Background: an optimization exercise with open tools, aiming at a short achievable clock period and few clock cycles. Do not read the settings as production practice. The RTL was checked by simulation tests, not by an equivalence proof against the original design.

## run.sh

```bash
#!/bin/bash
# synth_recipe.tcl (not shown) runs the flow's synth.tcl, then flattens the netlist and writes it again
# the make line also repeats each setting of config.mk as NAME=value (left out here)
make -C /OpenROAD-flow-scripts/flow DESIGN_CONFIG=/design/flow/config.mk WORK_HOME=/design/flow/orfs CLKGATE_MAP_FILE= SYNTH_SCRIPT=/design/flow/synth_recipe.tcl finish
```

## config.mk

```make
export PLATFORM = sky130hd
export DESIGN_NAME = cpu
export DESIGN_NICKNAME = cpu
export VERILOG_FILES = /design/flow/design.v
export SDC_FILE = /design/flow/constraint.sdc
export NUM_CORES = 8
export LEC_CHECK = 0
export CAP_MARGIN = 40
export CORE_MARGIN = 2
export CORE_UTILIZATION = 25
export SETUP_SLACK_MARGIN = 0.5
export SLEW_MARGIN = 40
```

## constraint.sdc

```tcl
create_clock -name core_clock -period 18.0 [get_ports {clk}]
set_input_delay 3.6000 -clock core_clock [delete_from_list [all_inputs] [get_ports {clk}]]
set_output_delay 3.6000 -clock core_clock [all_outputs]
set_load 0.01 [all_outputs]
```

## design.v

```verilog
`timescale 1ns / 1ps
module add1(
	input add1, add2,
	input c,
	output gg,	
	output pp,	
	output data_out
	);
	assign pp = add1 | add2;
	assign data_out = add1 ^ add2 ^ c;
	assign gg = add1 & add2;
endmodule
`timescale 1ns / 1ps
module cla4(
    input [3:0] gg, pp,
    input data_in,
    output ogg,
    output oper,
    output [4:1] data_out
);
    wire [4:0] carry;
    assign carry[0] = data_in;
    genvar i;
    generate
        for (i = 1; i <= 4; i = i + 1) begin : generate_carry
            assign carry[i] = gg[i-1] | (pp[i-1] & carry[i-1]);
        end
    endgenerate
    assign data_out = carry[4:1];
    assign ogg = carry[4];
    assign oper = &pp;
endmodule
`timescale 1ns / 1ps
module add4(
    input [3:0] add1, add2,
    input data_in,
    output ogg,
    output oper,
    output [3:0] s
);
    wire [3:0] gg;
    wire [3:0] pp;
    wire [4:1] c;
    genvar i;
    generate
        for (i = 0; i < 4; i = i + 1) begin : add_block
            if (i == 0) 
                add1 u_add(add1[i], add2[i], data_in, gg[i], pp[i], s[i]);
            else 
                add1 u_add(add1[i], add2[i], c[i], gg[i], pp[i], s[i]);
        end
    endgenerate
    cla4 u_cla4(gg, pp, data_in, ogg, oper, c);
endmodule
`timescale 1ns / 1ps
module add16(
    input [15:0] add1,
    input [15:0] add2,
    input data_in,
    output ogg,
    output oper,
    output [15:0] s
);
    wire [4:1] c;
    wire [3:0] gg, pp;
    genvar i;
    generate
        for (i = 0; i < 4; i = i + 1) begin : gen_add4
            if (i == 0) begin
                add4 add_1(add1[3:0], add2[3:0], data_in, gg[0], pp[0], s[3:0]);
            end else begin
                add4 add_i(add1[(i+1)*4-1:i*4], add2[(i+1)*4-1:i*4], c[i], gg[i], pp[i], s[(i+1)*4-1:i*4]);
            end
        end
    endgenerate
    cla4 cla4_inst(gg, pp, data_in, ogg, oper, c);
endmodule
`timescale 1ns / 1ps
module add32(
    input [31:0] add1,
    input [31:0] add2,
    input data_in,
    output [31:0] res,
    output data_out
);
    wire [1:0] gg;
	wire [1:0] pp;
	wire TEMP;
	assign TEMP = gg[0]|(pp[0]&data_in);
	assign data_out = gg[1]|(pp[1]&gg[0])|(pp[1]&pp[0]&data_in);
	add16 add_1_inst(
	    .add1(add1[15:0]), 
	    .add2(add2[15:0]), 
	    .data_in(data_in), 
	    .ogg(gg[0]), 
	    .oper(pp[0]), 
	    .s(res[15:0])
	);
	add16 add_2_inst(
	.add1(add1[31:16]), 
	.add2(add2[31:16]), 
	.data_in(TEMP), 
	.ogg(gg[1]), 
	.oper(pp[1]), 
	.s(res[31:16])
	);
endmodule
`timescale 1ns / 1ps
module neg32(
    input [31:0] data_in,
    input s,
    output [31:0] data_out
);
    genvar i;
    generate
        for (i = 0; i < 32; i = i + 1) begin : neg_logic
            assign data_out[i] = s ^ data_in[i];
        end
    endgenerate
endmodule
`timescale 1ns / 1ps
module add(
	input [31:0] add1,
	input [31:0] add2,
	input aluc,
	output [31:0] res
	);
	wire c_IN, c_OUT;
	wire [31:0] b_real;
	assign c_IN = aluc ? 1: 0;
	neg32 neg32_inst(
	    .data_in(add2), 
	    .s(aluc), 
	    .data_out(b_real)
	);
	add32 add32_inst(
	    .add1(add1), 
	    .add2(b_real), 
	    .data_in(c_IN), 
	    .res(res), 
	    .data_out(c_OUT)
	);
endmodule
`timescale 1ns / 1ps
module luislt(
    input [31:0] alu1,
    input [31:0] alu2,
    input [1:0] aluc,
    output reg [31:0] res
);
    reg [2:0] cmp;
    reg res_low;
    wire [31:0] res_lui = {alu2[15:0], 16'b0};
    wire [31:0] res_slt = {31'b0, res_low};
    wire [32:0] alur1 = {1'b0, alu1};
    wire [32:0] alur2 = {1'b0, alu2};
    always @(*) begin
        cmp = (alur1 > alur2) ? 3'b100 : 
              (alur1 == alur2) ? 3'b010 : 
              3'b001;
    end
    always @(*) begin
        casez ({aluc[0], alu1[31], alu2[31]})
            3'b0_??: res_low = cmp[0]; 
            3'b1_00, 3'b1_11: res_low = cmp[0]; 
            3'b1_01: res_low = 1'b0; 
            3'b1_10: res_low = 1'b1; 
            default: res_low = 1'b0;
        endcase
    end
    always @(*) begin
        res = aluc[1] ? res_slt : res_lui;
    end
endmodule
`timescale 1ns / 1ps
module alu(
    input [31:0] alu1,
    input [31:0] alu2,
    input [3:0] aluc,
    output reg [31:0] result
);
    wire [31:0] result0;
    wire [31:0] result1;
    add add_inst(
        .add1(alu1), 
        .add2(alu2), 
        .aluc(aluc[0]),
        .res(result0)
    );
    luislt luislt_inst(
        .alu1(alu1), 
        .alu2(alu2), 
        .aluc(aluc[1:0]),
        .res(result1)
    );
function [31:0] shift_operation(
        input [31:0] value,
        input [31:0] shift,
        input is_arithmetic,
        input is_left
    );
        reg [31:0] temp;
        integer i;
        begin
            temp = value;
            for (i = 0; i < 5; i = i + 1) begin
                if (shift[i]) begin
                    if (is_left)
                        temp = temp << (1 << i);
                    else if (is_arithmetic)
                        temp = $signed(temp) >>> (1 << i);
                    else
                        temp = temp >> (1 << i);
                end
            end
            shift_operation = temp;
        end
    endfunction
    always @(*) begin
        case (aluc[3:2])
            2'b00: result = result0;
            2'b10: result = result1;
            2'b01: begin
                case (aluc[1:0])
                    2'b00: result = alu1 & alu2;
                    2'b01: result = alu1 | alu2;
                    2'b10: result = alu1 ^ alu2;
                    default: result = ~(alu1 | alu2);
                endcase
            end
            2'b11: begin
                case (aluc[1:0])
                    2'b00: result = shift_operation(alu2, alu1, 1'b1, 1'b0);
                    2'b01: result = shift_operation(alu2, alu1, 1'b0, 1'b0);
                    default: result = shift_operation(alu2, alu1, 1'b0, 1'b1);
                endcase
            end
            default: result = 32'b0;
        endcase
    end
endmodule
`timescale 1ns / 1ps
module mux (
    input [4:0] rs,
    input [4:0] rt,
    input [31:0] rs_wire,
    input [31:0] rt_wire,
    input [31:0] npc_EX,
    input [31:0] mul_EX,
    input [31:0] alu_EX,
    input [4:0] w_addr_EX,
    input write_EX,
    input is_lw_EX,
    input is_jal_EX,
    input is_mul_EX,
    input [31:0] npc_MEM,
    input [31:0] mul_MEM,
    input [31:0] alu_MEM,
    input [4:0] w_addr_MEM,
    input write_MEM,
    input is_lw_MEM,
    input is_jal_MEM,
    input is_mul_MEM,
    output reg [31:0] rs_mux,
    output reg [31:0] rt_mux,
    output reg conflict_lw
);
    reg conflict_lw_rs;
    reg conflict_lw_rt;
    task handle_mux(
        input [4:0] reg_addr,
        input [31:0] wire_data,
        input [31:0] npc_stage,
        input [31:0] mul_stage,
        input [31:0] alu_stage,
        input [4:0] w_addr_stage,
        input write_stage,
        input is_lw_stage,
        input is_jal_stage,
        input is_mul_stage,
        output reg [31:0] mux_out,
        output reg conflict_lw_out
    );
    begin
        if (write_stage && w_addr_stage == reg_addr && reg_addr != 5'b0) begin
            if (is_jal_stage) begin
                conflict_lw_out = 1'b0;
                mux_out = npc_stage;
            end else if (is_mul_stage) begin
                conflict_lw_out = 1'b0;
                mux_out = mul_stage;
            end else if (is_lw_stage) begin
                conflict_lw_out = 1'b1;
                mux_out = 32'b0;
            end else begin
                conflict_lw_out = 1'b0;
                mux_out = alu_stage;
            end
        end else begin
            conflict_lw_out = 1'b0;
            mux_out = wire_data;
        end
    end
    endtask
    always @(*) begin
        conflict_lw = conflict_lw_rs || conflict_lw_rt;
    end
    always @(*) begin
        handle_mux(
            rs, rs_wire,
            npc_EX, mul_EX, alu_EX, w_addr_EX, write_EX, is_lw_EX, is_jal_EX, is_mul_EX,
            rs_mux, conflict_lw_rs
        );
        if (!conflict_lw_rs && !(write_EX && w_addr_EX == rs && rs != 5'b0)) begin  
            handle_mux(
                rs, rs_mux,
                npc_MEM, mul_MEM, alu_MEM, w_addr_MEM, write_MEM, is_lw_MEM, is_jal_MEM, is_mul_MEM,
                rs_mux, conflict_lw_rs
            );
        end
    end
    always @(*) begin
        handle_mux(
            rt, rt_wire,
            npc_EX, mul_EX, alu_EX, w_addr_EX, write_EX, is_lw_EX, is_jal_EX, is_mul_EX,
            rt_mux, conflict_lw_rt
        );
        if (!conflict_lw_rt && !(write_EX && w_addr_EX == rt && rt != 5'b0)) begin  
            handle_mux(
                rt, rt_mux,
                npc_MEM, mul_MEM, alu_MEM, w_addr_MEM, write_MEM, is_lw_MEM, is_jal_MEM, is_mul_MEM,
                rt_mux, conflict_lw_rt
            );
        end
    end
endmodule
`timescale 1ns / 1ps
module controller(
        input [5:0] operation,
        input [5:0] funct,
        input [31:0] rs_wire,
        input [31:0] rt_wire,
        output is_jump,
        output dm_w_signal_id,
        output write_id,
        output [3:0] aluc_id,
        output [1:0] mux_pc, 
        output mux_alu1_id,
        output [1:0] mux_alu2_id, 
        output [1:0] mux_waddr_id,
        output is_lw_id,
        output is_jal_id,
        output is_mul_id
        );
        wire r_type = (operation == 6'b000000);
        wire ADD = r_type & (funct == 6'b100000);
        wire ADDU = r_type & (funct == 6'b100001);
        wire SUB = r_type & (funct == 6'b100010);
        wire SUBU = r_type & (funct == 6'b100011);
        wire AND = r_type & (funct == 6'b100100);
        wire OR = r_type & (funct == 6'b100101);
        wire XOR = r_type & (funct == 6'b100110);
        wire NOR = r_type & (funct == 6'b100111);
        wire SLT = r_type & (funct == 6'b101010);
        wire SLTU = r_type & (funct == 6'b101011);
        wire SLL = r_type & (funct == 6'b000000);
        wire SRL = r_type & (funct == 6'b000010);
        wire SRA = r_type & (funct == 6'b000011);
        wire SLLV = r_type & (funct == 6'b000100);
        wire SRLV = r_type & (funct == 6'b000110);
        wire SRAV = r_type & (funct == 6'b000111);
        wire JR = r_type & (funct == 6'b001000);
        wire MUL = (operation == 6'b011100) & (funct == 6'b000010);
        wire ADDI = (operation == 6'b001000);
        wire ADDIU = (operation == 6'b001001);
        wire ANDI = (operation == 6'b001100);
        wire ORI = (operation == 6'b001101);
        wire XORI = (operation == 6'b001110);
        wire LUI = (operation == 6'b001111);
        wire LW = (operation == 6'b100011);
        wire SW = (operation == 6'b101011);
        wire BEQ = (operation == 6'b000100);
        wire BNE = (operation == 6'b000101);
        wire SLTI = (operation == 6'b001010);
        wire SLTIU = (operation == 6'b001011);
        wire J = (operation == 6'b000010);
        wire JAL = (operation == 6'b000011);
        assign is_jal_id = JAL;
        assign is_lw_id = LW;
        assign is_mul_id = MUL;
        assign dm_w_signal_id = SW;
        assign write_id = ~(JR | SW | BEQ | BNE | J);
        assign is_jump = JR | J | JAL | (BEQ & (rs_wire == rt_wire)) | (BNE & (rs_wire != rt_wire));
        assign aluc_id = { 
            LUI | SLL | SLLV | SLT | SLTI | SLTIU | SLTU | SRA | SRAV | SRL | SRLV,
            AND | ANDI | NOR | OR | ORI | SLL | SLLV | SRA | SRAV | SRL | SRLV | XOR | XORI,
            ADD | ADDI | BEQ | BNE | LW | NOR | SLL | SLLV | SLT | SLTI | SLTIU | SLTU | SUB | SW | XOR | XORI,
            BEQ | BNE | NOR | OR | ORI | SLT | SLTI | SRL | SRLV | SUB | SUBU
        };
        assign mux_pc = (J | JAL) ? 2'b00 :
                        (JR) ? 2'b01 :
                        (BNE | BEQ) ? 2'b11 : 2'bxx;
        assign mux_alu1_id = SLL | SRA | SRL;
        assign mux_alu2_id = {~(ADDI | ADDIU | LUI | LW | SLTI | SW | ANDI | ORI | SLTIU | XORI),
                              ANDI | ORI | SLTIU | XORI};
        assign mux_waddr_id = {JAL, ~(ADDI | ADDIU | ANDI | LUI | LW | ORI | SLTI | SLTIU | XORI | JAL)};
    endmodule
`timescale 1ns / 1ps
module conflict_judge(
    input [31:0] instr,
    input is_lw_ID,
    input is_lw_EX,
    input is_lw_MEM,
    input write_ID,
    input write_EX,
    input write_MEM,
    input [4:0] w_addr_ID,
    input [4:0] w_addr_EX,
    input [4:0] w_addr_MEM,
    output is_stall
    );
    wire [4:0] rs, rt;
    assign rt = instr[20:16];
    assign rs = instr[25:21];
    wire condition1 = (is_lw_ID && write_ID && w_addr_ID != 5'b0) && ((rs == w_addr_ID) || (rt == w_addr_ID));
    wire condition2 = (is_lw_MEM && write_MEM && w_addr_MEM != 5'b0) && ((rs == w_addr_MEM) || (rt == w_addr_MEM));
    wire condition3 = (is_lw_EX && write_EX && w_addr_EX != 5'b0) && ((rs == w_addr_EX) || (rt == w_addr_EX));
    assign is_stall = condition1 || condition2 || condition3;
endmodule
`timescale 1ns / 1ps
module regfiles (
    input clk,
    input rst,
    input write,
    input [4:0] rn1,
    input [4:0] rn2,
    input [4:0] w_addr,
    input [4:0] r_addr,
    input [31:0] data_in,
    output [31:0] data_out1,
    output [31:0] data_out2,
    output [31:0] data_out
);
    reg [31:0] regs[31:0];
    integer i;
    assign data_out = (r_addr)?regs[r_addr]:0;
    assign data_out1 = (rn1)?regs[rn1]:0;
    assign data_out2 = (rn2)?regs[rn2]:0;
    always@(negedge clk or posedge rst) begin
        if(rst==1) begin
            for(i=0;i<32;i=i+1) 
            begin
                regs[i]<=0; 
            end 
        end
        else if(w_addr != 0 && write) 
            regs[w_addr]<=data_in; 
    end
endmodule
`timescale 1ns / 1ps
module PC_reg(
    input clk,
    input rst,
    input [31:0] data_in,
    output reg [31:0] data_out
    );
    localparam RESET_VALUE = 32'h00400000;
    always@(posedge rst or posedge clk) begin
        if(rst==1)
            data_out <= RESET_VALUE;
        else
            data_out <= data_in;  
    end
endmodule
`timescale 1ns / 1ps
module regs_IF_ID(
    input clk,
    input rst,
    input [31:0] npc_if,
    input [31:0] instr_if,
    output reg [31:0] npc_id,
    output reg [31:0] instr_id
    );
    localparam RESET_VALUE = 32'b0;
    always @(posedge clk or posedge rst) begin
        if(rst==1) begin
            {npc_id, instr_id} <= {RESET_VALUE, RESET_VALUE}; 
        end 
        else  begin
            {npc_id, instr_id} <= {npc_if, instr_if}; 
        end
    end
endmodule
`timescale 1ns / 1ps
module regs_ID_EX(
    input clk,
    input rst,
    input dm_w_signal_ID,
    input write_ID, is_lw_ID, is_jal_ID, is_mul_ID, mux_alu1_ID,
    input [1:0] mux_alu2_ID,
    input [3:0] aluc_ID,
    input [31:0] npc_ID,
    input [4:0] w_addr_ID,
    input [31:0] shamt_ID, simmediate_ID, uimmediate_ID, rs_wire_ID, rt_wire_ID, dm_wdata_ID,
    output reg dm_w_signal_EX,
    output reg write_EX,
    output reg is_lw_EX,
    output reg is_jal_EX,
    output reg is_mul_EX,
    output reg mux_alu1_EX,
    output reg [1:0] mux_alu2_EX,
    output reg [3:0] aluc_EX,
    output reg [31:0] npc_EX,
    output reg [4:0] w_addr_EX,
    output reg [31:0] shamt_EX,
    output reg [31:0] simmediate_EX,
    output reg [31:0] uimmediate_EX,
    output reg [31:0] rs_wire_EX,
    output reg [31:0] rt_wire_EX,
    output reg [31:0] dm_wdata_EX
);
    task assign_or_reset;
        input reset;
        begin
            dm_w_signal_EX <= reset ? 1'b0 : dm_w_signal_ID;
            write_EX <= reset ? 1'b0 : write_ID;
            is_lw_EX <= reset ? 1'b0 : is_lw_ID;
            is_jal_EX <= reset ? 1'b0 : is_jal_ID;
            is_mul_EX <= reset ? 1'b0 : is_mul_ID;
            mux_alu1_EX <= reset ? 1'b0 : mux_alu1_ID;
            mux_alu2_EX <= reset ? 2'b0 : mux_alu2_ID;
            aluc_EX <= reset ? 4'b0 : aluc_ID;
            npc_EX <= reset ? 32'b0 : npc_ID;
            w_addr_EX <= reset ? 5'b0 : w_addr_ID;
            shamt_EX <= reset ? 32'b0 : shamt_ID;
            simmediate_EX <= reset ? 32'b0 : simmediate_ID;
            uimmediate_EX <= reset ? 32'b0 : uimmediate_ID;
            rs_wire_EX <= reset ? 32'b0 : rs_wire_ID;
            rt_wire_EX <= reset ? 32'b0 : rt_wire_ID;
            dm_wdata_EX <= reset ? 32'b0 : dm_wdata_ID;
        end
    endtask
    always @(posedge rst or posedge clk) begin
        if (rst) 
            assign_or_reset(1'b1);
        else 
            assign_or_reset(1'b0);
    end
endmodule
`timescale 1ns / 1ps
module regs_EX_MEM(
    input clk,
    input rst,
    input dm_w_signal_ex,
    input write_ex, is_lw_ex, is_jal_ex, is_mul_ex,
    input [4:0] w_addr_ex,
    input [31:0] alu_ex, mul_ex, npc_ex, dm_wdata_ex,
    output reg dm_w_signal_mem,
    output reg write_mem,
    output reg is_lw_mem,
    output reg is_jal_mem,
    output reg is_mul_mem,
    output reg [4:0] w_addr_mem,
    output reg [31:0] alu_mem,
    output reg [31:0] mul_mem,
    output reg [31:0] npc_mem,
    output reg [31:0] dm_wdata_mem
);
    task assign_or_reset;
        input reset;
        begin
            dm_w_signal_mem <= reset ? 1'b0 : dm_w_signal_ex;
            write_mem <= reset ? 1'b0 : write_ex;
            is_lw_mem <= reset ? 1'b0 : is_lw_ex;
            is_jal_mem <= reset ? 1'b0 : is_jal_ex;
            is_mul_mem <= reset ? 1'b0 : is_mul_ex;
            w_addr_mem <= reset ? 5'b0 : w_addr_ex;
            alu_mem <= reset ? 32'b0 : alu_ex;
            mul_mem <= reset ? 32'b0 : mul_ex;
            npc_mem <= reset ? 32'b0 : npc_ex;
            dm_wdata_mem <= reset ? 32'b0 : dm_wdata_ex;
        end
    endtask
    always @(posedge rst or posedge clk) begin
        if (rst) 
            assign_or_reset(1'b1);
        else 
            assign_or_reset(1'b0);
    end
endmodule
`timescale 1ns / 1ps
module regs_MEM_WB(
    input clk,
    input rst,
    input write_me, is_lw_me, is_jal_me, is_mul_me,
    input [4:0] w_addr_me,
    input [31:0] alu_me, mul_me, npc_me, dm_rdata_me,
    output reg write_w,
    output reg is_lw_w,
    output reg is_jal_w,
    output reg is_mul_w,
    output reg [4:0] w_addr_w,
    output reg [31:0] alu_w,
    output reg [31:0] mul_w,
    output reg [31:0] npc_w,
    output reg [31:0] dm_rdata_w
);
    task assign_or_reset;
        input reset;
        begin
            write_w <= reset ? 1'b0 : write_me;
            is_lw_w <= reset ? 1'b0 : is_lw_me;
            is_jal_w <= reset ? 1'b0 : is_jal_me;
            is_mul_w <= reset ? 1'b0 : is_mul_me;
            w_addr_w <= reset ? 5'b0 : w_addr_me;
            alu_w <= reset ? 32'b0 : alu_me;
            mul_w <= reset ? 32'b0 : mul_me;
            npc_w <= reset ? 32'b0 : npc_me;
            dm_rdata_w <= reset ? 32'b0 : dm_rdata_me;
        end
    endtask
    always @(posedge rst or posedge clk) begin
        if (rst)
            assign_or_reset(1'b1);
        else
            assign_or_reset(1'b0);
    end
endmodule
`timescale 1ns / 1ps
module cpu(
    input clk,
    input rst,
    input [31:0] instr,
    input [4:0] raddr,
    output [31:0] dm_addr,    
    output [31:0] dm_wdata,   
    output dm_we,             
    input [31:0] dm_rdata,    
    output [31:0] pc,
    output [31:0] odata
    );
    wire is_jump, is_stall;      
    wire [31:0] npc_if, pc_id, pc_if, instr_if;
    assign npc_if   = pc + 32'd4;
    assign instr_if  = (is_stall) ? 32'b0 : instr;
    reg jump_pend;
    reg [31:0] jump_pend_pc;
    always @(posedge clk or posedge rst) begin
        if (rst) begin
            jump_pend <= 1'b0;
            jump_pend_pc <= 32'b0;
        end else if (is_stall) begin
            if (is_jump) begin
                jump_pend <= 1'b1;
                jump_pend_pc <= pc_id;
            end
        end else begin
            jump_pend <= 1'b0;
        end
    end
    assign pc_if    = (is_stall) ? pc : (jump_pend) ? jump_pend_pc : (is_jump) ? pc_id : npc_if;
    PC_reg PC_inst(
        .clk(clk),
        .rst(rst),
        .data_in(pc_if),
        .data_out(pc)
    );
    wire [31:0] instr_id, npc_id;
    regs_IF_ID regs_IF_ID_inst(
        .clk(clk),
        .rst(rst), 
        .npc_if(npc_if), 
        .instr_if(instr_if), 
        .npc_id(npc_id), 
        .instr_id(instr_id)
        );
    wire [5:0] op,func;
    wire [4:0] rs,rt,rd,shamt;
    wire [15:0] immediate;
    wire [25:0] index;
    wire [31:0] shamt_id, uimmediate_id, simmediate_id, offset; 
    assign func     = instr_id[5:0];
    assign shamt       = instr_id[10:6];
    assign immediate    = instr_id[15:0];
    assign index    = instr_id[25:0];
    assign op       = instr_id[31:26];
    assign rs       = instr_id[25:21];
    assign rt       = instr_id[20:16];
    assign rd       = instr_id[15:11];
    assign shamt_id     = {27'b0, shamt};
    assign uimmediate_id   = {16'b0, immediate};
    assign simmediate_id   = {{16{immediate[15]}}, immediate};
    assign offset = {{14{immediate[15]}}, immediate, 2'b0};
    wire [1:0] mux_pc;
    wire [31:0] rs_wire, rt_wire;  
    wire [31:0]  pc_offset, pc_index, pc_rs; 
    assign pc_rs  = rs_mux;
    assign  pc_offset  = pc + offset;
    assign  pc_index  = {npc_if[31:28], index, 2'b0};
    assign pc_id = (mux_pc[1]) ?  pc_offset : (mux_pc[0]) ? pc_rs :  pc_index;
    wire write_ex, write_mem, conflict_lw; 
    wire is_lw_ex, is_jal_ex, is_mul_ex;
    wire is_lw_mem, is_jal_mem, is_mul_mem;
    wire [4:0] w_addr_ex, w_addr_mem;  
    wire [31:0] alu_ex, mul_ex, npc_ex;
    wire [31:0] alu_mem, mul_mem, npc_mem; 
    wire [31:0] rs_mux, rt_mux;
    mux mux_INST(rs, rt, rs_wire, rt_wire, npc_ex, mul_ex, alu_ex, w_addr_ex, write_ex, is_lw_ex, is_jal_ex, is_mul_ex,
            npc_mem, mul_mem, alu_mem, w_addr_mem, write_mem, is_lw_mem, is_jal_mem, is_mul_mem, rs_mux, rt_mux, conflict_lw);
    wire dm_w_signal_id, write_id;       
    wire is_lw_id, is_jal_id, is_mul_id;
    wire [3:0] aluc_id;    
    reg [4:0] w_addr_id;    
    wire mux_alu1_id;           
    wire [1:0] mux_alu2_id, mux_w_addr_id, mux_wdata_id;   
    always @(*) begin
        if (mux_w_addr_id[1])
            w_addr_id = 5'd31;
        else if (mux_w_addr_id[0])
            w_addr_id = rd;
        else
            w_addr_id = rt;
    end
    controller controller_INST(op, func, rs_mux, rt_mux, is_jump, dm_w_signal_id, 
                               write_id, aluc_id, mux_pc, mux_alu1_id, mux_alu2_id, 
                               mux_w_addr_id, is_lw_id, is_jal_id, is_mul_id);
    conflict_judge conflict_judge_INST(instr, is_lw_id, is_lw_ex, is_lw_mem, write_id, 
                                       write_ex, write_mem, w_addr_id, w_addr_ex, 
                                       w_addr_mem, is_stall);
    wire dm_w_signal_ex;
    wire mux_alu1_ex;
    wire dm_w_id_real;
    wire [1:0] mux_alu2_ex, mux_wdata_ex;
    wire [3:0] aluc_ex;
    wire [31:0] shamt_ex, simmediate_ex, uimmediate_ex;
    wire [31:0] rs_wire_ex, rt_wire_ex, dm_wdata_ex;
    wire judge;
    assign dm_w_id_real = judge;
    assign judge = dm_w_signal_id && (~conflict_lw);
    regs_ID_EX regs_ID_EX_INST(clk,rst, dm_w_id_real, write_id, is_lw_id, is_jal_id, is_mul_id, mux_alu1_id,
                            mux_alu2_id, aluc_id, npc_id, w_addr_id, shamt_id, simmediate_id, uimmediate_id,
                            rs_mux, rt_mux, rt_mux, dm_w_signal_ex, write_ex, is_lw_ex, is_jal_ex, 
                            is_mul_ex, mux_alu1_ex, mux_alu2_ex, aluc_ex, npc_ex, w_addr_ex,
                            shamt_ex, simmediate_ex, uimmediate_ex, rs_wire_ex, rt_wire_ex, dm_wdata_ex);
    reg [31:0] alu1, alu2;
    wire [63:0] mul_out;
    always @(*) begin
        if (mux_alu1_ex) alu1 = shamt_ex;
        else alu1 = rs_wire_ex;
        if (mux_alu2_ex[1])
            alu2 = rt_wire_ex;
        else if (mux_alu2_ex[0])
            alu2 = uimmediate_ex;
        else
            alu2 = simmediate_ex;
    end
    alu alu_inst(
        .alu1(alu1),
        .alu2(alu2),
        .aluc(aluc_ex),
        .result(alu_ex)
    );
    assign mul_out = alu1 * alu2;
    assign mul_ex = mul_out[31:0];
    wire DM_W_SIGNAL_MEM;
    wire [1:0] MUX_WDATA_MEM;
    wire [31:0] DM_WDATA_MEM;
    regs_EX_MEM regs_EX_MEM_INST(
        clk, 
        rst, 
        dm_w_signal_ex, 
        write_ex, 
        is_lw_ex, 
        is_jal_ex, 
        is_mul_ex, 
        w_addr_ex,
        npc_ex, 
        alu_ex, 
        mul_ex, 
        dm_wdata_ex, 
        DM_W_SIGNAL_MEM, 
        write_mem, 
        is_lw_mem, 
        is_jal_mem, 
        is_mul_mem, 
        w_addr_mem, 
        npc_mem, 
        alu_mem, 
        mul_mem, 
        DM_WDATA_MEM
    );
    wire [31:0] dm_addr_int, dm_rdata_int, dm_wdata_int;
    wire dm_w;
    assign dm_addr_int = alu_mem;
    assign dm_wdata_int = DM_WDATA_MEM;
    assign dm_w = DM_W_SIGNAL_MEM;
    assign dm_we = dm_w;
    assign dm_addr = dm_addr_int;
    assign dm_wdata = dm_wdata_int;
    assign dm_rdata_int = dm_rdata;
    wire [1:0] mux_wdata_wb;
    wire [4:0] w_addr_wb;
    wire write_wb, is_lw_wb, is_jal_wb, is_mul_wb;
    wire [31:0] alu_wb, mul_wb, npc_wb, dm_rdata_wb;
    wire [31:0] wb_signals[3:0];
    assign alu_wb = wb_signals[0];
    assign mul_wb = wb_signals[1];
    assign npc_wb = wb_signals[2];
    assign dm_rdata_wb = wb_signals[3];
    regs_MEM_WB regs_MEM_WB_INST(
        clk, 
        rst, 
        write_mem, 
        is_lw_mem, 
        is_jal_mem, 
        is_mul_mem, 
        w_addr_mem, 
        alu_mem,
        mul_mem, 
        npc_mem, 
        dm_rdata_int, 
        write_wb, 
        is_lw_wb, 
        is_jal_wb, 
        is_mul_wb,
        w_addr_wb, 
        wb_signals[0], 
        wb_signals[1], 
        wb_signals[2], 
        wb_signals[3]
    );
    reg [31:0] wdata_wb;
    always @(*) begin
        if (is_lw_wb)
            wdata_wb = dm_rdata_wb;
        else if (is_jal_wb)
            wdata_wb = npc_wb;
        else if (is_mul_wb)
            wdata_wb = mul_wb;
        else
            wdata_wb = alu_wb;
    end
    regfiles regfiles_INST(
        .clk(clk),
        .rst(rst),
        .write(write_wb),
        .rn1(rs),
        .rn2(rt),
        .w_addr(w_addr_wb),
        .r_addr(raddr),
        .data_in(wdata_wb),
        .data_out1(rs_wire),
        .data_out2(rt_wire),
        .data_out(odata)
    );
endmodule
```

==> results of run 1 <==
==> layout by cell type (no fill, tap or decap), types with 34 or more instances in the layout <==
master           instances
a211oi_1                58
a22o_1                 145
a31oi_1                 43
mux2i_1                116
diode_2                 59
nand2_1               1295
or4_1                   40
nor4_1                  69
a21o_1                  38
ha_1                   278
a221oi_1               160
and3_1                 145
dfrtn_1                992
a221o_1                 34
o22ai_1                 48
nor2b_1                 38
or3_1                   44
nor3_1                 110
nor2_1                1112
clkbuf_16              177
clkbuf_8                35
nor2_4                 106
o211ai_1                41
xnor2_1                177
nand4_1                194
o21ai_0                611
and2_1                  54
a2111oi_0               49
a22oi_1               1051
nand3_1                201
clkdlybuf4s50_1        199
nand2b_1                47
xor2_1                  56
dfrtp_1                520
fa_1                   409
a222oi_1                63
inv_1                  679
a21oi_1                884
buf_4                  420
==> final cells by class <==
type | instances | area [sq um] | area share [%]
diodes | 59 | 147.6 | 0.1246
clock buffers | 236 | 4950 | 4.176
clock inverters | 62 | 798.3 | 0.6735
inverters | 714 | 2691 | 2.271
multi-input cells | 8348 | 58400 | 49.28
flip-flops and latches | 1525 | 38180 | 32.22
well taps | 5405 | 6763 | 5.706
repair buffers | 703 | 6584 | 5.555
==> final timing paths <==
check                                                from                             end  slack (ns)  depth (start not counted)
min in group asynchronous                             rst  regs_MEM_WB_INST.dm_rdata_w[3]        3.70                          3
max                        regs_ID_EX_INST.mux_alu2_EX[1]                jump_pend_pc[24]        0.82                         58
min                            regs_IF_ID_inst.npc_id[29]      regs_ID_EX_INST.npc_EX[29]        0.33                          0
min reg2reg                    regs_IF_ID_inst.npc_id[29]      regs_ID_EX_INST.npc_EX[29]        0.33                          0
max in group asynchronous                             rst      regfiles_INST.regs[31][18]        4.26                          4
max reg2reg                regs_ID_EX_INST.mux_alu2_EX[1]                jump_pend_pc[24]        0.82                         58
==> cells by family after synthesis <==
logic type      Yosys count
simple gates           3641
buf+inv                1663
flops                  1525
fa+ha+maj               717
compound gates         3569
mux                     179
xor+xnor                242
==> registers in the layout, summed over array words and instances, names as in the netlist, 15 cells and up <==
| name | cells |
|---|---|
| regs_EX_MEM_INST.alu_mem | 32 |
| jump_pend_pc | 32 |
| regs_IF_ID_inst.instr_id | 32 |
| PC_inst.data_out | 32 |
| regs_MEM_WB_INST.mul_w | 32 |
| regs_MEM_WB_INST.dm_rdata_w | 32 |
| regs_ID_EX_INST.npc_EX | 32 |
| regs_MEM_WB_INST.alu_w | 32 |
| regs_EX_MEM_INST.mul_mem | 32 |
| regs_ID_EX_INST.rs_wire_EX | 32 |
| regs_ID_EX_INST.rt_wire_EX | 32 |
| regfiles_INST.regs | 992 |
| regs_MEM_WB_INST.npc_w | 32 |
| regs_EX_MEM_INST.npc_mem | 32 |
| regs_IF_ID_inst.npc_id | 32 |
| regs_EX_MEM_INST.dm_wdata_mem | 32 |
| regs_ID_EX_INST.simmediate_EX | 15 |
==> through the flow <==
stage | hold slack, ns | instances
6_report | 0.3346 | 17050
5_1_grt | 0.3379 | 17010
2_1_floorplan | 0.3312 | 11540
3_5_place_dp | 0.3347 | 16660
3_3_place_gp | 0.3326 | 16630
4_1_cts | 0.3383 | 16970
==> routing by layer <==
layer | wire [um] | GRT usage, %
met1 | 228100 | 36.30
met2 | 240900 | 39.64
met3 | 95470 | 13.44
met4 | 63950 | 22.60
met5 | 620 | 1.323
==> timing repair <==
item	CTS	global route
buffers inserted	10	7
cloned	1	0
pin swaps	22	40
endpoints found under the setup margin	67	65
gates resized for setup	43	30
==> worst reg2reg max path: cells and delay by family, from the launching register on <==
| kind | cells | cell delay [ns] |
|---|---|---|
| buffers and inverters | 5 | 0.58 |
| multiplexers | 2 | 0.64 |
| adder cells (fa/ha/maj) | 30 | 11.34 |
| XOR/XNOR | 5 | 0.66 |
| AO/OA/AOI/OAI | 12 | 2.38 |
| flip-flops | 1 | 0.42 |
| AND/OR/NAND/NOR | 4 | 1.00 |
==> impl_metrics.csv, run 1 <==
group,metric,value,unit
yosys,synthAdderAreaFrac,12.13,%
clock_network,clock-root-buffer,"clkbuf_16",
clock_network,cts_buffer_depth,4,
floorplan,dieWidth,640.1,um
setup_path,crit_type,"reg2reg",
yosys,synth_top_family_by_area,"compound AO/OA/AOI/OAI gates",
place,placedInstanceArea,111900,sq um
yosys,synth_xor_area_share,2.095,%
clock_network,cts_made_buffers,171,
sta,min_period_over_period,95.43,%
yosys,synth_edf_count,0,
yosys,synth-simple-area-share,16.13,%
setup_path,worst_path_dominant_cell_family,"adder cells",
yosys,ys_seq_area_share,37.72,%
detailed_routing,viasPerCell,6.289,
setup_path,cp_slowest_stage_delay,0.49,ns
final_layout,final_cell_area,118500,sq um
setup_path,cp.required,18.70,ns
status,status,"complete, no violations",
clock_network,clk_pin_slew_worst_paths,0.06,ns
yosys,synth.area.top_cells,"dfrtn_1 25%, dfrtp_1 13%, fa_1 8.7%, a22oi_1 7.8%, nand2_1 4.9%",
yosys,synth_nets,12320,
yosys,yosysWarnings,11,
detailed_routing,drt_iter0_drc,20940,
sta,clock_skew,0.1248,ns
sta,setup_tns,0,ns
clock_network,cts_tree,"done",
setup_path,crit_buf_inv,5,
setup_path,start_kind,"flop",
grt,first_global_vias,98280,
yosys,synth_area,101200,sq um
setup_path,cp-end-kind,"flop",
sta,worst_slack,0.8226,ns
clock_network,clk_latency,0.92,ns
grt,grt_pass1_wl,845900,um
detailed_routing,drtAntennaViolNets,0,
grt,gr-total-overflow,0,
detailed_routing,drc_errors,0,
sta,setup_viol_count_final,0,
yosys,syn_avg_cell_area,8.770,sq um
yosys,synthMuxAreaShare,1.999,%
yosys,synth-compound-area-share,23.56,%
grt,grt_use_total,29.53,%
detailed_routing,totalWireLength,629100,um
job,drv_cap,0,
final_layout,nNetsFinal,12250,
yosys,synthFlopType,"dfrtn_1",
sta,period_minus_slack,17.18,ns
sta,fmax,0.05822,GHz
yosys,netlist.area_leader.share,24.54,%
place,preCtsSetupSlack,-1.721,ns
place,io_buffers,199,
floorplan,fp.dieArea,409800,sq um
floorplan,start_util,25.11,%
sta,grt_setup_unrepaired,"false",
floorplan,ios,200,
final_layout,area_growth,17.16,%
sta,hold_viol_final,0,
floorplan,die_h,640.1,um
floorplan,coreArea,402900,sq um
yosys,synth-seq-cells,1525,
setup_path,crit_slowest_cell,"or4_4",
grt,grt_max_degree,151,
floorplan,rows,233,
setup_path,crit_top_cell,"fa_2",
final_layout,final_layout_size_suffix_gt1_share,10.48,%
yosys,synth_cell_types,109,
clock_network,cts-hold-fix-buffers,0,
yosys,ys_top_cells_by_count,"1308 x nand2_1, 1222 x nor2_1, 1051 x a22oi_1, 992 x dfrtn_1, 922 x a21oi_1",
sta,worst_pin_slew,1.069,ns
detailed_routing,drt-wirelength-per-cell,36.89,um
setup_path,critical_path_peak_fanout,7,
place,place.gp.congestion,1.072,
min_path,hp-class,"reg2reg",
place,dp_hpwl,412400,um
yosys,async_flop_share,100.0,%
grt,antenna_found_initial,79,
sta,slew_violations,0,
clock_network,htreeDepth,4,
yosys,syn_inst,11540,
final_layout,finish.utilization,29.42,%
yosys,yosysMostFrequentCell,"nand2_1",
detailed_routing,dr.pass1.iters,21,
detailed_routing,vias,107200,
sta,maxSlewHeadroom,28.44,%
clock_network,clock_sinks,1525,
final_layout,fillers,42640,
setup_path,cp.arrival,17.88,ns
yosys,synth_top_area_cell,"dfrtn_1",
Testbench counts, summed over its fixed seeds: cycles 204,167.
==> run 2: changes to the inputs <==
==> design.v (replaced) <==
`timescale 1ns / 1ps
module cpu(
    input clk,
    input rst,
    input [31:0] instr,
    input [4:0] raddr,
    output [31:0] dm_addr,    
    output [31:0] dm_wdata,   
    output dm_we,             
    input [31:0] dm_rdata,    
    output [31:0] pc,
    output [31:0] odata
    );
    reg [31:0] pc_r;
    reg [31:0] ex_a, ex_b, ex_sd, ex_tgt;
    reg [4:0]  ex_samt, ex_wd;
    reg        ex_wen, ex_sw, ex_lw;
    reg        ex_beq, ex_bne, ex_jmp;
    reg        ex_add, ex_sub, ex_and, ex_or, ex_xor, ex_nor;
    reg        ex_slt, ex_sltu, ex_sll, ex_srl, ex_sra, ex_mul, ex_passb;
    wire [5:0]  op  = instr[31:26];
    wire [4:0]  rs  = instr[25:21];
    wire [4:0]  rt  = instr[20:16];
    wire [4:0]  rd  = instr[15:11];
    wire [4:0]  sh  = instr[10:6];
    wire [5:0]  fn  = instr[5:0];
    wire [15:0] imm = instr[15:0];
    wire r_type = (op == 6'h00);
    wire f_add  = r_type & ((fn == 6'h20) | (fn == 6'h21));
    wire f_sub  = r_type & ((fn == 6'h22) | (fn == 6'h23));
    wire f_and  = r_type & (fn == 6'h24);
    wire f_or   = r_type & (fn == 6'h25);
    wire f_xor  = r_type & (fn == 6'h26);
    wire f_nor  = r_type & (fn == 6'h27);
    wire f_slt  = r_type & (fn == 6'h2a);
    wire f_sltu = r_type & (fn == 6'h2b);
    wire f_sll  = r_type & (fn == 6'h00);
    wire f_srl  = r_type & (fn == 6'h02);
    wire f_sra  = r_type & (fn == 6'h03);
    wire f_sllv = r_type & (fn == 6'h04);
    wire f_srlv = r_type & (fn == 6'h06);
    wire f_srav = r_type & (fn == 6'h07);
    wire f_jr   = r_type & (fn == 6'h08);
    wire i_mul  = (op == 6'h1c);
    wire i_addi = (op == 6'h08) | (op == 6'h09);
    wire i_andi = (op == 6'h0c);
    wire i_ori  = (op == 6'h0d);
    wire i_xori = (op == 6'h0e);
    wire i_slti = (op == 6'h0a);
    wire i_sltiu= (op == 6'h0b);
    wire i_lui  = (op == 6'h0f);
    wire i_lw   = (op == 6'h23);
    wire i_sw   = (op == 6'h2b);
    wire i_beq  = (op == 6'h04);
    wire i_bne  = (op == 6'h05);
    wire i_j    = (op == 6'h02);
    wire i_jal  = (op == 6'h03);
    wire use_simm = i_addi | i_slti | i_lw | i_sw;
    wire use_zimm = i_andi | i_ori | i_xori | i_sltiu;
    wire wr_rt    = i_addi | i_andi | i_ori | i_xori | i_slti | i_sltiu | i_lui | i_lw;
    wire wr_rd    = r_type & ~f_jr | i_mul;
    wire [4:0] wd = i_jal ? 5'd31 : wr_rt ? rt : rd;
    wire wen      = (wr_rt | wr_rd | i_jal) & (wd != 5'd0);
    wire [31:0] ex_res;
    wire [31:0] rfv [0:31];
    assign rfv[0] = 32'd0;
    genvar g;
    generate
        for (g = 1; g < 32; g = g + 1) begin : RF
            reg [31:0] q;
            always @(posedge clk or posedge rst) begin
                if (rst)
                    q <= 32'd0;
                else if (ex_wen && ex_wd == g)
                    q <= ex_res;
            end
            assign rfv[g] = q;
        end
    endgenerate
    assign odata = rfv[raddr];
    wire [31:0] rs_rf = rfv[rs];
    wire [31:0] rt_rf = rfv[rt];
    wire fw_rs = ex_wen & (ex_wd == rs);
    wire fw_rt = ex_wen & (ex_wd == rt);
    wire [31:0] rs_v = fw_rs ? ex_res : rs_rf;
    wire [31:0] rt_v = fw_rt ? ex_res : rt_rf;
    wire [31:0] pc4   = pc_r + 32'd4;
    wire [31:0] simm  = {{16{imm[15]}}, imm};
    wire [31:0] btgt  = pc4 + {simm[29:0], 2'b00};
    wire [31:0] jtgt  = {pc4[31:28], instr[25:0], 2'b00};
    wire [31:0] b_in = use_simm ? simm :
                       use_zimm ? {16'd0, imm} :
                       i_lui    ? {imm, 16'd0} :
                       i_jal    ? pc4 : rt_v;
    wire shv = f_sllv | f_srlv | f_srav;
    always @(posedge clk or posedge rst) begin
        if (rst) begin
            ex_a <= 32'd0; ex_b <= 32'd0; ex_sd <= 32'd0; ex_tgt <= 32'd0;
            ex_samt <= 5'd0; ex_wd <= 5'd0;
            ex_wen <= 1'b0; ex_sw <= 1'b0; ex_lw <= 1'b0;
            ex_beq <= 1'b0; ex_bne <= 1'b0; ex_jmp <= 1'b0;
            ex_add <= 1'b0; ex_sub <= 1'b0; ex_and <= 1'b0; ex_or <= 1'b0;
            ex_xor <= 1'b0; ex_nor <= 1'b0; ex_slt <= 1'b0; ex_sltu <= 1'b0;
            ex_sll <= 1'b0; ex_srl <= 1'b0; ex_sra <= 1'b0; ex_mul <= 1'b0;
            ex_passb <= 1'b0;
        end else begin
            ex_a    <= rs_v;
            ex_b    <= b_in;
            ex_sd   <= rt_v;
            ex_tgt  <= f_jr ? rs_v : (i_j | i_jal) ? jtgt : btgt;
            ex_samt <= shv ? rs_v[4:0] : sh;
            ex_wd   <= wd;
            ex_wen  <= wen;
            ex_sw   <= i_sw;
            ex_lw   <= i_lw;
            ex_beq  <= i_beq;
            ex_bne  <= i_bne;
            ex_jmp  <= f_jr | i_j | i_jal;
            ex_add  <= f_add | i_addi;
            ex_sub  <= f_sub;
            ex_and  <= f_and | i_andi;
            ex_or   <= f_or | i_ori;
            ex_xor  <= f_xor | i_xori;
            ex_nor  <= f_nor;
            ex_slt  <= f_slt | i_slti;
            ex_sltu <= f_sltu | i_sltiu;
            ex_sll  <= f_sll | f_sllv;
            ex_srl  <= f_srl | f_srlv;
            ex_sra  <= f_sra | f_srav;
            ex_mul  <= i_mul;
            ex_passb <= i_lui | i_jal;
        end
    end
    wire [31:0] sum  = ex_a + ex_b;
    wire [31:0] diff = ex_a - ex_b;
    wire        lts  = $signed(ex_a) < $signed(ex_b);
    wire        ltu  = ex_a < ex_b;
    wire [31:0] prod = ex_a * ex_b;
    wire [31:0] shl  = ex_b << ex_samt;
    wire [31:0] shr  = ex_b >> ex_samt;
    wire [31:0] sha  = $signed(ex_b) >>> ex_samt;
    assign ex_res = ex_lw   ? dm_rdata :
                    ({32{ex_add}}  & sum)  |
                    ({32{ex_sub}}  & diff) |
                    ({32{ex_and}}  & (ex_a & ex_b)) |
                    ({32{ex_or}}   & (ex_a | ex_b)) |
                    ({32{ex_xor}}  & (ex_a ^ ex_b)) |
                    ({32{ex_nor}}  & ~(ex_a | ex_b)) |
                    ({32{ex_slt}}  & {31'd0, lts}) |
                    ({32{ex_sltu}} & {31'd0, ltu}) |
                    ({32{ex_sll}}  & shl) |
                    ({32{ex_srl}}  & shr) |
                    ({32{ex_sra}}  & sha) |
                    ({32{ex_mul}}  & prod) |
                    ({32{ex_passb}} & ex_b);
    assign dm_addr  = sum;
    assign dm_wdata = ex_sd;
    assign dm_we    = ex_sw;
    wire eq    = (ex_a == ex_sd);
    wire taken = ex_jmp | (ex_beq & eq) | (ex_bne & ~eq);
    always @(posedge clk or posedge rst) begin
        if (rst)
            pc_r <= 32'h00400000;
        else
            pc_r <= taken ? ex_tgt : pc4;
    end
    assign pc = pc_r;
endmodule
==> impl_metrics.csv, run 2 <==
group,metric,value,unit
yosys,async_flop_share,100.0,%
detailed_routing,drtAntennaViolNets,0,
clock_network,clock-root-buffer,"clkbuf_16",
setup_path,cp.required,14.40,ns
floorplan,start_util,25.07,%
yosys,synth_edf_count,0,
setup_path,crit_slowest_cell,"nor2_4",
final_layout,final_common_cell,"dfrtp_1",
floorplan,dieWidth,592.5,um
grt,grt_pass1_wl,719300,um
setup_path,r2r_cells,25,
clock_network,cts_tree,"done",
place,dp_hpwl,340200,um
detailed_routing,drt_iter0_drc,18050,
yosys,synth_top_area_cell,"dfrtp_1",
setup_path,crit_buf_inv,3,
detailed_routing,viasPerCell,6.527,
clock_network,cts-hold-fix-buffers,0,
sta,worst_pin_slew,1.094,ns
yosys,synth_nets,9714,
grt,gr-total-overflow,0,
detailed_routing,drc_errors,0,
setup_path,crit_top_cell,"clkdlybuf4s50_1",
setup_path,cp_slowest_stage_delay,0.75,ns
setup_path,start_kind,"input pin",
job,drv_cap,0,
clock_network,clock_sinks,1181,
min_path,hp-class,"reg2reg",
clock_network,cts_made_buffers,139,
place,placedInstanceArea,95480,sq um
status,status,"complete, no violations",
grt,antenna_found_initial,71,
yosys,synth-seq-cells,1181,
grt,grt_use_total,29.46,%
detailed_routing,vias,88790,
floorplan,rows,216,
yosys,netlist.area_leader.share,34.10,%
sta,period_minus_slack,11.19,ns
sta,fmax,0.08933,GHz
sta,maxSlewHeadroom,27.08,%
clock_network,cts_buffer_depth,3,
grt,grt_max_degree,156,
sta,min_period_over_period,62.19,%
place,place.gp.congestion,1.022,
final_layout,fin_cells,13600,
min_path,whs_endpoint,"pc_r[31]",
setup_path,rrSetupSlack,8.49,ns
sta,grt_setup_unrepaired,"false",
yosys,syn_inst,8983,
clock_network,post_cts_buffers,0,
final_layout,final_cell_area,100500,sq um
setup_path,crit_path_cell_trace,"clkdlybuf4s50_1 > nand2_1 > nor2_4 > buf_4 > a22o_1 > a221oi_1 > nand3_1 > or4_1 > clkdlybuf4s50_1",
place,io_buffers,199,
min_path,min_from,"ex_tgt[31]",
yosys,ys_top_cells_by_count,"1180 x dfrtp_1, 834 x nand2_1, 673 x a22oi_1, 644 x clkbuf_1, 631 x nor2_1",
final_layout,fillers,36170,
setup_path,reg2reg_from,"ex_b[4]",
detailed_routing,drt-wirelength-per-cell,39.29,um
sta,setup_tns,0,ns
floorplan,ios,200,
final_layout,final_layout_size_suffix_gt1_share,16.48,%
clock_network,clk_pin_slew_worst_paths,0.06,ns
yosys,synth_area,86580,sq um
sta,whs,0.4552,ns
yosys,yosysMostFrequentCell,"dfrtp_1",
setup_path,cp.arrival,7.59,ns
floorplan,fp.dieArea,351100,sq um
detailed_routing,totalWireLength,534400,um
yosys,synth_cell_types,104,
clock_network,cts_resized,0,
final_layout,area_growth,16.07,%
final_layout,finish.utilization,29.10,%
setup_path,cp-end-kind,"output port",
final_layout,largest_reg_flops,992,
place,dp.cells,13310,
grt,first_global_vias,83270,
sta,hold_viol_final,0,
setup_path,worst_path_dominant_cell_family,"buffers and inverters",
setup_path,critical_path_peak_fanout,21,
floorplan,die_h,592.5,um
min_path,whs_path_depth,2,
setup_path,crit_type,"in2out",
clock_network,htreeDepth,4,
sta,clock_skew,0.06333,ns
final_layout,regMostFlops,"RF.q",
yosys,yosysWarnings,1,
final_layout,nNetsFinal,9613,
yosys,synth.area.top_cells,"dfrtp_1 34%, fa_1 9.5%, mux2_2 7.8%, a22oi_1 5.8%, a221oi_1 3.7%",
sta,setup_viol_count_final,0,
yosys,synthFlopType,"dfrtp_1",
yosys,syn_avg_cell_area,9.639,sq um
floorplan,coreArea,345400,sq um
setup_path,r2r_end,"ex_tgt[31]",
detailed_routing,dr.pass1.iters,13,
sta,slew_violations,0,
clock_network,clk_latency,0.85,ns
final_layout,final_cell_mix,"1174 x dfrtp_1, 811 x nand2_1, 673 x a22oi_1",
yosys,ys_seq_area_share,34.13,%
-- run 2: cells by family after synthesis --
family / Yosys count / share of synthesized area, %
muxes: 735 / 10.58
AOI/OAI and AO/OA: 2694 / 22.79
and+or+nand+nor: 2186 / 11.23
DFF: 1181 / 34.13
xor gates and xnor gates: 217 / 2.211
buffers and inverters: 1310 / 5.965
adders and majority gates: 660 / 13.10
-- run 2: metal layers --
layer / up-vias / global-route usage [%] / wire (um)
met5: - / 2.327 / 1340
met4: 71 / 20.75 / 52050
met3: 3204 / 15.50 / 86540
met2: 8776 / 40.52 / 207500
met1: 43660 / 34.72 / 187000
li1: 33080 / - / -
-- run 2: final cells by class --
type / count / area, sq um / area share, %
multi-input combinational: 6492 / 53400 / 53.14
clock buffer: 191 / 4018 / 3.998
sequential: 1181 / 29560 / 29.42
timing repair buffer: 542 / 5059 / 5.034
inverter: 526 / 1981 / 1.971
tap: 4578 / 5728 / 5.700
antenna: 37 / 92.59 / 0.09213
clock inverter: 57 / 649.4 / 0.6462
-- run 2: worst reg2reg max path, stage by stage, from the launching register on --
cell	delay, ns
dfrtp_1	0.36
buf_4	0.23
inv_1	0.66
buf_4	0.38
nor2_1	0.09
fa_1	0.43
fa_1	0.60
inv_1	0.10
fa_1	0.49
fa_1	0.55
inv_1	0.05
fa_1	0.48
fa_1	0.59
fa_1	0.45
fa_1	0.45
ha_1	0.37
nand3_1	0.16
or3_1	0.34
o221a_2	0.33
o31ai_2	0.61
xnor2_1	0.21
nand2_1	0.13
a32oi_2	0.30
buf_4	0.44
o2bb2ai_1	0.40
mux2_2	0.27
-- run 2: worst max path at each step --
stage / from / end / slack (ns) / cells past startpoint
3_5_place_dp: raddr[2] / odata[30] / 6.96 / 9
5_1_grt: raddr[3] / odata[5] / 6.88 / 9
2_1_floorplan: rst / RF[10].q[0] / -1.91 / 1
3_3_place_gp: raddr[0] / odata[5] / 6.92 / 9
4_1_cts: raddr[2] / odata[30] / 6.95 / 9
6_report: raddr[3] / odata[5] / 6.81 / 9
-- run 2: metrics by stage --
stage	setup slack (ns)
after floorplan	-1.909
after global placement	6.917
after detailed placement	6.962
after CTS	6.948
after global routing	6.879
final	6.805
Testbench counts of run 2, summed over its fixed seeds: cycles 170,631.

[what the ideal ports hide]
How much do the figures lean on ideal ports? The routed layout below was timed once more, with nothing changed but the port constraints.
Step 1 (the two cells are an assumption about what drives the block):
set clk [get_ports {clk}]
set_driving_cell -lib_cell sky130_fd_sc_hd__clkbuf_16 $clk
set_driving_cell -lib_cell sky130_fd_sc_hd__buf_2 [delete_from_list [all_inputs] $clk]
Step 2 also shifts input and output timing later by t, the mid clock arrival at the registers, as if the neighbouring blocks saw the same clock.
a / b / c = no drivers / after step 1 / after step 2; a / b = the first two.
run: run 2
shift t [ns]: 0.917
setup slack, ns: 6.805 / 6.773 / 6.773
latest minus earliest clock arrival (ns): 0.064 / 0.064
cell pins on the clock port's net: 1
After both steps run 2 still meets setup and hold. The setup slack of run 2 moves by -0.032 ns with the drivers and by -0.032 ns with both steps.
